Source: an optimization exercise on an open RTL-to-GDS flow (aim: small area). Production flows keep margins and buffers that such runs may drop.
The RTL was checked by simulation tests, not by an equivalence proof against the original design.
No activity file was given, so power comes from the tool's default toggle rates.

## flow/design.v (module list and top-level ports; edited modules follow where they fit)
// module decoder: 13 lines
// module hm_nand2: 3 lines
// module hm_nor2: 3 lines
// module hm_xor2: 3 lines
// module hm_xnor2: 3 lines
// module hm_a21oi: 3 lines
// module hm_o21ai: 3 lines
// module hm_inv: 3 lines
// module hm_mux2i: 3 lines
// module hm_a22o: 3 lines
// module hm_a2bb2o: 3 lines
// module ARITHMATIC_UNIT: 38 lines
// module ARITH_ARRAY: 2375 lines
// module Logic_Unit: 20 lines
// module CMP_Unit: 24 lines
// module Shift_Unit: 21 lines
// module ALU_TOP: 23 lines
module ALU_TOP #(parameter width = 16)(
    input [width - 1:0] A,
    input [width - 1:0] B,
    input [3:0] ALU_FUN,
    input clk,rst,
    output  [width - 1:0] Arith_OUT,
    output  Carry_OUT,
    output  Arith_Flag,
    output  [width - 1:0] Logic_OUT,
    output  Logic_Flag,
    output  [width - 1:0] CMP_OUT,
    output  CMP_Flag,
    output  [width - 1:0] Shift_OUT,
    output  Shift_Flag
    );
  // ...
==> flow/flow/run.sh <==
#!/bin/bash
# Own layout flow: the standard flow (standard.sh) with two changes:
#  - synthesis uses flow/my_synth.tcl, which is synth_recipe.tcl plus one step that
#    maps the hm_* gate modules of ARITH_ARRAY onto the matching sky130 cells
#    (flow/hm_map.v) before Yosys's synth, so ABC keeps the array's carry chains;
#  - BUFFER_PORTS_ARGS (if set below) picks the port buffer cell.
# Each tool's full output goes to the ORFS logs under orfs/logs/, and the make
# output to flow_make.log in this folder.
set -euo pipefail
HERE=$(pwd)
export HM_MAP=$HERE/flow/hm_map.v
sed "s#SYNTH_SCRIPT=[^ ]*#SYNTH_SCRIPT=$HERE/flow/my_synth.tcl#" standard.sh > my_standard.sh
grep -q "SYNTH_SCRIPT=$HERE/flow/my_synth.tcl" my_standard.sh
ARGS=()
if [ -f flow/buffer_ports_args ]; then ARGS+=("BUFFER_PORTS_ARGS=$(cat flow/buffer_ports_args)"); fi
bash my_standard.sh "${ARGS[@]}" finish > flow_make.log 2>&1
==> flow/flow/buffer_ports_args <==
-buffer_cell sky130_fd_sc_hd__buf_1
==> flow/flow/hm_map.v <==
module hm_nand2 (A, B, Y);
  input A, B;
  output Y;
  sky130_fd_sc_hd__nand2_1 _TECHMAP_REPLACE_ (.A(A), .B(B), .Y(Y));
endmodule

module hm_nor2 (A, B, Y);
  input A, B;
  output Y;
  sky130_fd_sc_hd__nor2_1 _TECHMAP_REPLACE_ (.A(A), .B(B), .Y(Y));
endmodule

module hm_xor2 (A, B, X);
  input A, B;
  output X;
  sky130_fd_sc_hd__xor2_1 _TECHMAP_REPLACE_ (.A(A), .B(B), .X(X));
endmodule

module hm_xnor2 (A, B, Y);
  input A, B;
  output Y;
  sky130_fd_sc_hd__xnor2_1 _TECHMAP_REPLACE_ (.A(A), .B(B), .Y(Y));
endmodule

module hm_a21oi (A1, A2, B1, Y);
  input A1, A2, B1;
  output Y;
  sky130_fd_sc_hd__a21oi_1 _TECHMAP_REPLACE_ (.A1(A1), .A2(A2), .B1(B1), .Y(Y));
endmodule

module hm_o21ai (A1, A2, B1, Y);
  input A1, A2, B1;
  output Y;
  sky130_fd_sc_hd__o21ai_1 _TECHMAP_REPLACE_ (.A1(A1), .A2(A2), .B1(B1), .Y(Y));
endmodule

module hm_inv (A, Y);
  input A;
  output Y;
  sky130_fd_sc_hd__inv_1 _TECHMAP_REPLACE_ (.A(A), .Y(Y));
endmodule

module hm_mux2i (A0, A1, S, Y);
  input A0, A1, S;
  output Y;
  sky130_fd_sc_hd__mux2i_1 _TECHMAP_REPLACE_ (.A0(A0), .A1(A1), .S(S), .Y(Y));
endmodule

module hm_a22o (A1, A2, B1, B2, X);
  input A1, A2, B1, B2;
  output X;
  sky130_fd_sc_hd__a22o_1 _TECHMAP_REPLACE_ (.A1(A1), .A2(A2), .B1(B1), .B2(B2), .X(X));
endmodule

module hm_a2bb2o (A1_N, A2_N, B1, B2, X);
  input A1_N, A2_N, B1, B2;
  output X;
  sky130_fd_sc_hd__a2bb2o_1 _TECHMAP_REPLACE_ (.A1_N(A1_N), .A2_N(A2_N), .B1(B1), .B2(B2), .X(X));
endmodule
==> flow/flow/my_synth.tcl <==
# Standard synthesis (synth_recipe.tcl) with one extra step: before Yosys's synth
# command, the small gate modules hm_* of ARITH_ARRAY are replaced by the
# matching sky130 cells (flow/hm_map.v), so that ABC keeps the array's structure.
set ::hm_done 0
proc synth {args} {
  if {!$::hm_done} {
    set ::hm_done 1
    yosys techmap -map $::env(HM_MAP)
  }
  yosys synth -nofsm -noshare {*}$args
}
source $::env(SCRIPTS_DIR)/synth.tcl
# left out here: clear keep_hierarchy, flatten, clean up, hide names made inside functions, write 1_2_yosys.v
==> flow/standard.sh <==
#!/bin/bash
# synth_recipe.tcl (not shown) runs the flow's synth.tcl, then flattens the netlist and writes it again
# the make line also repeats each setting of config.mk as NAME=value (left out here)
make -C /OpenROAD-flow-scripts/flow DESIGN_CONFIG=/design/flow/config.mk WORK_HOME=/design/flow/orfs CLKGATE_MAP_FILE= SYNTH_SCRIPT=/design/flow/synth_recipe.tcl "${@:-finish}"
==> flow/config.mk <==
export PLATFORM = sky130hd
export DESIGN_NAME = ALU_TOP
export DESIGN_NICKNAME = ALU_TOP
export VERILOG_FILES = /design/flow/design.v
export SDC_FILE = /design/flow/constraint.sdc
export NUM_CORES = 4
export LEC_CHECK = 0
export CAP_MARGIN = 20
export CORE_MARGIN = 2
export CORE_UTILIZATION = 40
export PLACE_DENSITY = 0.75
export SETUP_SLACK_MARGIN = -0.5
export SLEW_MARGIN = 20
==> flow/constraint.sdc <==
create_clock -name core_clock -period 33.0 [get_ports {clk}]
set_input_delay 6.6000 -clock core_clock [delete_from_list [all_inputs] [get_ports {clk}]]
set_output_delay 6.6000 -clock core_clock [all_outputs]
set_load 0.01 [all_outputs]
==> impl_metrics.py, run 1 <==
metrics = {
    "finish": {
        "inverters_excl_clock": 94,
        "clock_area_frac": 0.0138,
        "nonClkBufAreaFrac": 0.0830,
        "layout.cells.most_common": "nand2_1",
        "postLayoutCoreUtil": 0.480,
    },
    "critical_path": {
        "critPathMaxStageDelay_ns": 0.57,
        "worst_setup_path_start": "B[5]",
    },
    "routing": {
        "antenna_left": 0,
        "post-route-drc-count": 0,
        "first_iter_violations": 951,
        "wirelength_mm": 32.1,
        "dr_wl_met2_mm": 14.3,
        "via_per_inst": 5.36,
    },
    "synthesis": {
        "edff_count_synth": 0,
        "postSynth.topFlopCell": "dfrtp_1",
        "synth_compound_gate_area_share": 0.162,
        "synthTopCellsByArea": "dfrtp_1, xor2_1, xnor2_1",
        "synth_simple_gate_area_share": 0.286,
        "synthAdderAreaFrac": 0.0189,
        "synth_seq_cells": 55,
    },
    "power": {
        "power.share.switching": 0.540,
        "power.group.top": "combinational cells",
    },
    "sta": {
        "setup_violations": 0,
        "setup_tns_ns": 0,
        "whs_ns": 6.43,
        "slew_violations": 0,
        "finalWorstPathRequiredPeriod_ns": 30.86,
        "max_clock_freq_ghz": 0.0324,
        "max_slew.worst_pin.slew_ns": 1.03,
    },
    "clock_network": {
        "cts_setup_buffers": 0,
    },
    "grt": {
        "grt_start_max_net_pins": 58,
        "globalRouteMet3Util": 0.0261,
        "groute.layer.met1.usage": 0.313,
        "m2_gr_usage": 0.408,
    },
    "placed_design": {
        "gp_routability_congestion": 1.01,
        "hpwlAfterDp_mm": 24.6,
        "io_buffers": 92,
    },
    "outcome": {
        "outcome": "finished clean",
    },
    "floorplanning": {
        "fp.dieW_um": 159,
    },
}
==> run 2, diff against run 1 <==
--- a/flow/config.mk
+++ b/flow/config.mk
@@ -8,6 +8,7 @@
 export CAP_MARGIN = 20
 export CORE_MARGIN = 2
 export CORE_UTILIZATION = 40
-export PLACE_DENSITY = 0.75
+export CTS_BUF_LIST = sky130_fd_sc_hd__clkbuf_4 sky130_fd_sc_hd__clkbuf_8
+export PLACE_DENSITY = 0.85
 export SETUP_SLACK_MARGIN = -0.5
 export SLEW_MARGIN = 20
==> run 2 against run 1 <==
  * Still clean
  * Routed wire length up 0.52%
  * Clock power down 18%
  * Worst setup slack worse by 1.2 ns
  * Final area down 1.1%
  * Via count up 3.6%
  * Sequential power about the same
  * Clock-buffer cell count down 1
  * Largest power group unchanged
==> impl_metrics.py, run 2 <==
metrics = {
    "outcome": {
        "outcome": "finished clean",
    },
    "critical_path": {
        "critical_path.top_delay_family": "compound AO/OA/AOI/OAI gates",
        "worst_setup_path_end_kind": "register",
        "cp_slowest_cell": "or4_1",
        "required_ns": 33.23,
        "timing.critical_path.from_type": "input pin",
        "cpMostUsedCell": "o21ai_1",
        "crit_arrival_ns": 32.31,
        "worstPathMaxFanout": 13,
        "critPathMaxStageDelay_ns": 0.64,
        "cp.depth": 147,
        "critPathKind": "input pin to register",
        "path_buf_inv": 4,
    },
    "power": {
        "internal_power_mw": 0.329,
        "p_leak_nw": 5.03,
        "max-vdd-ir-drop_uv": 55.1,
        "total_switching_power_mw": 0.398,
        "clock_network_fraction_of_total_power": 0.063,
        "powerDensity_mw_per_mm2": 65.2,
        "power.share.switching": 0.548,
        "p_comb_frac": 0.832,
        "seq_power_share": 0.105,
    },
    "finish": {
        "layout-drive-gt1-share": 0.105,
        "insertedDiodeCount": 0,
        "layout.cells.most_common": "nand2_1",
        "area_delta_synth_final_pct": 16.5,
        "nFillCells": 2203,
        "multi_input_comb_area_mm2": 0.00804,
        "top_regs": "d1.Arith_OUT (16), d2.Logic_OUT (16), d4.Shift_OUT (16)",
        "nets": 1679,
        "mostFrequentLayoutCells": "nand2_1, nor2_1, xor2_1",
        "seqCellArea_mm2": 0.00138,
    },
    "routing": {
        "wirelength_mm": 32.2,
        "first_iter_violations": 1223,
        "drt-wirelength-per-cell_um": 16.5,
        "via_count": 10943,
        "antenna_left": 0,
        "via_per_inst": 5.59,
        "detailedRoute.firstPassIterationCount": 6,
        "post-route-drc-count": 0,
    },
    "grt": {
        "globalRouteOverflowTotal": 0,
        "grt_first_pass_wirelength_mm": 48.4,
        "grt_start_max_net_pins": 58,
        "grt_pass1_vias": 9846,
        "grt_overall_usage": 0.242,
        "grt_antenna_before_repair": 0,
    },
    "floorplanning": {
        "io_pins": 107,
        "fp.dieW_um": 159,
        "initial_core_util": 0.407,
        "die_area_mm2": 0.0251,
        "core_area_mm2": 0.0235,
        "placementRows": 56,
        "dieHeight_um": 159,
    },
    "synthesis": {
        "synth.cell_area_mm2": 0.00955,
        "synth_seq_area_share": 0.144,
        "edff_count_synth": 0,
        "asyncSetResetFlopFracSynth": 1.00,
        "most_frequent_cell_after_synthesis": "nand2_1",
        "synthTopCellsByArea": "dfrtp_1, xor2_1, xnor2_1",
        "synth.largest_area_cell": "dfrtp_1",
        "yosysWarnings": 5,
        "synth.distinct_cells": 47,
        "synthTopCellsByCount": "nand2_1, nor2_1, xor2_1, xnor2_1, a21oi_1",
        "synth_seq_cells": 55,
        "synth_area_per_cell_um2": 6.32,
        "yosys.area.top_type_share": 0.144,
        "synthCells": 1512,
        "postSynth.topFlopCell": "dfrtp_1",
    },
    "sta": {
        "max_slew_margin": 0.322,
        "max_clock_freq_ghz": 0.0312,
        "finalWorstPathRequiredPeriod_ns": 32.08,
        "whs_ns": 6.39,
        "finalHoldViolCount": 0,
        "share_of_the_cycle_needed_by_the_critical_path_after_routing": 0.972,
        "setup_slack_ns": 0.920,
        "setup_violations": 0,
        "max_slew.worst_pin.slew_ns": 1.02,
        "slew_violations": 0,
    },
    "placed_design": {
        "hpwlAfterDp_mm": 24.0,
        "io_buffers": 92,
        "post-place-ws_ns": -1.75,
        "gp_routability_congestion": 1.03,
    },
    "clock_network": {
        "htree_levels": 2,
        "ctsRootBufferMaster": "clkbuf_8",
        "cts-buffers-inserted": 5,
        "numClockSinks": 55,
        "tritoncts": "built",
        "bufs_on_longest_clock_path": 2,
        "path_clk_slew_ns": 0.11,
    },
    "flow_run": {
        "max-cap-violations": 0,
    },
    "worst_hold_path": {
        "min_path_type": "input pin to async pin",
    },
}
-- run 2: layer usage --
| metal | track usage | up-vias | wire length [um] |
|---|---|---|---|
| met3 | 0.0441 | 175 | 3650 |
| met4 | 0.140 | 0 | 2040 |
| li1 | - | 5099 | - |
| met2 | 0.401 | 729 | 14700 |
| met5 | 0 | - | 0 |
| met1 | 0.294 | 4940 | 11900 |
-- run 2: final cells by class --
cell class | instances | area share
well taps | 319 | 0.0359
multi-input cells | 1324 | 0.722
flip-flops and latches | 55 | 0.124
repair buffers | 160 | 0.0772
inverters | 94 | 0.0317
clock buffers | 5 | 0.00618
clock inverters | 2 | 0.00337
-- run 2: metrics by stage --
step	total power, mW	std cells	instance area [um2]	TNS [ns]	utilization
final	0.726	1959	11100	0	0.474
after CTS	0.690	1953	10700	-0.732	0.455
after detailed placement	0.636	1943	10500	-14.23	0.448
after floorplan	0.512	1525	9600	0	-
after global placement	0.624	1943	10500	-0.0457	0.448
after global routing	0.775	1959	11100	-6.14	0.474
-- run 2: repair_timing --
action	CTS	global route
buffers inserted	3	6
pin swaps	1	3
hold buffers	0	0
gates resized for setup	8	74
cloned	0	0
setup endpoints to repair	10	19
-- run 2: cell families (layout without fill, tap and decap cells) --
family | after synthesis | count (layout) | share of synthesized area
adders and majority gates | 17 | 17 | 0.0189
AOI/OAI and AO/OA | 280 | 280 | 0.162
DFF | 55 | 55 | 0.144
muxes | 30 | 30 | 0.0468
xor gates and xnor gates | 301 | 301 | 0.276
and+or+nand+nor | 682 | 682 | 0.286
other | 1 | 14 | 0.000393
buffers and inverters | 146 | 261 | 0.0661
-- run 2: power groups by stage --
stage	clock [mW]	combinational, mW	sequential, mW
2_1_floorplan	0	0.431	0.0811
3_3_place_gp	0	0.546	0.0777
3_5_place_dp	0	0.559	0.0777
4_1_cts	0.0459	0.568	0.0763
5_1_grt	0.0498	0.649	0.0770
6_report	0.0457	0.604	0.0763
-- run 2: path summary, 6_finish.rpt --
kind	startpoint	to	slack [ns]
min	rst	d3.CMP_Flag	6.39
max	B[6]	d3.cmp[1]	0.92
min in group core_clock	ALU_FUN[2]	d1.Arith_Flag	6.66
max in group asynchronous	rst	d2.Logic_OUT[7]	26.13
==> run 3, diff against run 2 <==
--- a/flow/config.mk
+++ b/flow/config.mk
@@ -7,7 +7,7 @@
 export LEC_CHECK = 0
 export CAP_MARGIN = 20
 export CORE_MARGIN = 2
-export CORE_UTILIZATION = 40
+export CORE_UTILIZATION = 55
 export CTS_BUF_LIST = sky130_fd_sc_hd__clkbuf_4 sky130_fd_sc_hd__clkbuf_8
 export PLACE_DENSITY = 0.85
 export SETUP_SLACK_MARGIN = -0.5
==> run 3 against run 2 <==
  * Still clean on timing, DRC and antenna
  * Synthesized cell count stayed put
  * Synthesized area stayed put
  * Global-route usage is 10 points higher
  * Sequential share of layout area is 0.050 points higher
  * Maximum frequency is 1.8% higher
  * Worst setup slack better by 0.56 ns
  * Sequential cell count stayed put
  * Clock-buffer cell count is 1 higher
  * Critical path depth is 1 lower
  * Cell count is 3.9% lower
  * Die area is 27% lower
  * Highest routed layer unchanged
==> impl_metrics.py, run 3 <==
metrics = {
    "placed_design": {
        "io_buffers": 92,
        "place_area_mm2": 0.0105,
        "gp_routability_congestion": 1.05,
        "hpwlAfterDp_mm": 24.6,
        "post-place-ws_ns": -0.920,
    },
    "routing": {
        "drt-wirelength-per-cell_um": 17.7,
        "via_count": 11126,
        "antenna_left": 0,
        "wirelength_mm": 33.4,
        "first_iter_violations": 1512,
        "detailedRoute.firstPassIterationCount": 8,
        "post-route-drc-count": 0,
        "via_per_inst": 5.91,
    },
    "floorplanning": {
        "io_pins": 107,
        "initial_core_util": 0.558,
        "placementRows": 48,
        "die_area_mm2": 0.0184,
        "fp.dieW_um": 136,
        "dieHeight_um": 136,
        "core_area_mm2": 0.0171,
    },
    "clock_network": {
        "path_clk_slew_ns": 0.11,
        "ctsRootBufferMaster": "clkbuf_8",
        "hold_buffers": 0,
        "htree_levels": 2,
        "numClockSinks": 55,
        "tritoncts": "built",
        "bufs_on_longest_clock_path": 2,
        "cts-buffers-inserted": 5,
    },
    "synthesis": {
        "yosys.area.top_type_share": 0.144,
        "most_frequent_cell_after_synthesis": "nand2_1",
        "synth.cell_area_mm2": 0.00955,
        "synth_seq_cells": 55,
        "edff_count_synth": 0,
        "synthCells": 1512,
        "synth_seq_area_share": 0.144,
        "synthTopCellsByArea": "dfrtp_1, xor2_1, xnor2_1",
        "yosysWarnings": 5,
        "postSynth.topFlopCell": "dfrtp_1",
        "synthTopCellsByCount": "nand2_1, nor2_1, xor2_1, xnor2_1, a21oi_1",
        "synth_area_per_cell_um2": 6.32,
        "synth.distinct_cells": 47,
        "asyncSetResetFlopFracSynth": 1.00,
        "synth.largest_area_cell": "dfrtp_1",
    },
    "flow_run": {
        "max-cap-violations": 0,
    },
    "critical_path": {
        "critPathKind": "input pin to register",
        "cpMostUsedCell": "a21oi_1",
        "crit_arrival_ns": 31.75,
        "timing.critical_path.from_type": "input pin",
        "cp_slowest_cell": "or4_1",
        "critPathMaxStageDelay_ns": 0.61,
        "worstPathMaxFanout": 12,
        "required_ns": 33.23,
        "worst_setup_path_start": "B[6]",
        "worst_setup_path_end_kind": "register",
    },
    "sta": {
        "setup_slack_ns": 1.48,
        "slew_violations": 0,
        "setup_violations": 0,
        "share_of_the_cycle_needed_by_the_critical_path_after_routing": 0.955,
        "max_slew.worst_pin.slew_ns": 1.01,
        "max_slew_margin": 0.325,
        "max_clock_freq_ghz": 0.0317,
        "setup_tns_ns": 0,
        "finalWorstPathRequiredPeriod_ns": 31.52,
        "finalHoldViolCount": 0,
    },
    "grt": {
        "grt_antenna_before_repair": 0,
        "grt_overall_usage": 0.345,
        "grt_start_max_net_pins": 58,
        "grt_first_pass_wirelength_mm": 50.2,
        "globalRouteOverflowTotal": 0,
        "grt_pass1_vias": 9933,
    },
    "power": {
        "internal_power_mw": 0.329,
        "max-vdd-ir-drop_uv": 57.1,
        "clock_network_fraction_of_total_power": 0.058,
        "seq_power_share": 0.104,
        "total_switching_power_mw": 0.404,
        "p_comb_frac": 0.838,
        "power.share.switching": 0.551,
        "powerDensity_mw_per_mm2": 66.1,
        "p_leak_nw": 5.10,
    },
    "finish": {
        "mostFrequentLayoutCells": "nand2_1, nor2_1, xor2_1",
        "area_delta_synth_final_pct": 16.1,
        "nets": 1695,
        "layout-drive-gt1-share": 0.110,
        "multi_input_comb_area_mm2": 0.00801,
        "layout.cells.most_common": "nand2_1",
        "seqCellArea_mm2": 0.00138,
        "layout.cell_area.non_filler_mm2": 0.0111,
        "nFillCells": 1445,
        "insertedDiodeCount": 0,
        "top_regs": "d1.Arith_OUT (16), d2.Logic_OUT (16), d4.Shift_OUT (16)",
    },
    "outcome": {
        "outcome": "finished clean",
    },
    "worst_hold_path": {
        "min_path_type": "input pin to async pin",
    },
}
[run 3: cell types whose count changed in the layout (fill, tap and decap cells not counted), sizes merged]
| cell | previous run | this run |
|---|---|---|
| buf | 157 | 172 |
| bufinv | 1 | 0 |
| clkbuf | 8 | 9 |
| clkinv | 0 | 1 |
| o21ai | 117 | 118 |
[run 3: cells by family after synthesis]
logic type      share of synthesized area
simple gates                        0.286
other cells                      0.000393
fa+ha+maj                          0.0189
mux                                0.0468
buf+inv                            0.0661
xor+xnor                            0.276
compound gates                      0.162
flops                               0.144
[run 3: power groups by stage]
stage               Sequential [mW]  Combinational [mW]  Clock (mW)
global placement             0.0771               0.556           0
CTS                          0.0762               0.566      0.0428
detailed placement           0.0776               0.563           0
global route                 0.0768               0.659      0.0452
floorplan                    0.0811               0.431           0
finish                       0.0762               0.614      0.0428
[run 3: through the flow]
stage | util | power (mW) | hold slack (ns) | std cells
floorplan | - | 0.512 | 6.30 | 1525
global placement | 0.615 | 0.633 | 6.75 | 1866
global route | 0.648 | 0.781 | 6.45 | 1882
finish | 0.648 | 0.733 | 6.39 | 1882
detailed placement | 0.615 | 0.640 | 6.77 | 1866
CTS | 0.621 | 0.685 | 6.42 | 1874
[run 3: layer usage]
metal,routed length (um),vias up,global-route usage,part of all wire
li1,-,5125,-,-
met1,12000,4962,0.427,0.36
met2,14900,817,0.561,0.45
met3,3880,222,0.0546,0.12
met4,2540,0,0.214,0.076
met5,0,-,0,0
[run 3: worst paths after layout]
kind,slack [ns],end,depth (start not counted)
min in group core_clock,6.66,d3.CMP_Flag,2
max in group asynchronous,26.15,d1.Arith_OUT[6],2
max,1.48,d3.cmp[1],146
min,6.39,d3.CMP_Flag,2
[run 3: worst max-delay path, delay by kind of cell]
family	cells	cell delay, ns
compound gates	85	14.61
simple gates	36	5.09
xor+xnor	17	3.98
buf+inv	7	1.15
mux	1	0.26
[run 3: repair_timing]
action,in CTS,in global routing
resized for setup,1,73
pin swaps,0,5
setup buffers,0,7
endpoints found under the setup margin,2,19
gates cloned,0,1
[run 3: area by class of cell]
type,instances,share of cell area
repair buffers,175,0.0877
inverters,94,0.0318
multi-input cells,1325,0.722
flip-flops and latches,55,0.124
clock inverters,2,0.00147
well taps,225,0.0254
clock buffers,6,0.00745

static timing again, ports no longer ideal:
In the flow no input, the clock included, has a driving cell. The finished layouts below were timed again as built, in two steps. Step 1 assumes that a clkbuf_16 drives the clock port and a buf_2 every other input. Step 2 moves the port delays by t, midway between the first and last clock arrival at a register: inputs arrive t later, outputs are due t later. That takes back most of the time a late clock gives input paths. Slacks: ideal ports / drivers / drivers and shift; pairs: ideal ports / drivers.
run	t (ns)	setup slack, ns	clock arrival spread, ns	worst slew at a driven data input, ns
run 1	0.330	2.141 / 2.151 / 1.822	0.013 / 0.013	0.07
run 2	0.355	0.920 / 0.927 / 0.572	0.015 / 0.016	0.04
run 3	0.358	1.482 / 1.483 / 1.124	0.010 / 0.009	0.04
After both steps setup and hold are still met in every run listed. For run 3, which loses most, drivers alone change the setup slack by +0.001 ns; drivers and shift together by -0.358 ns.
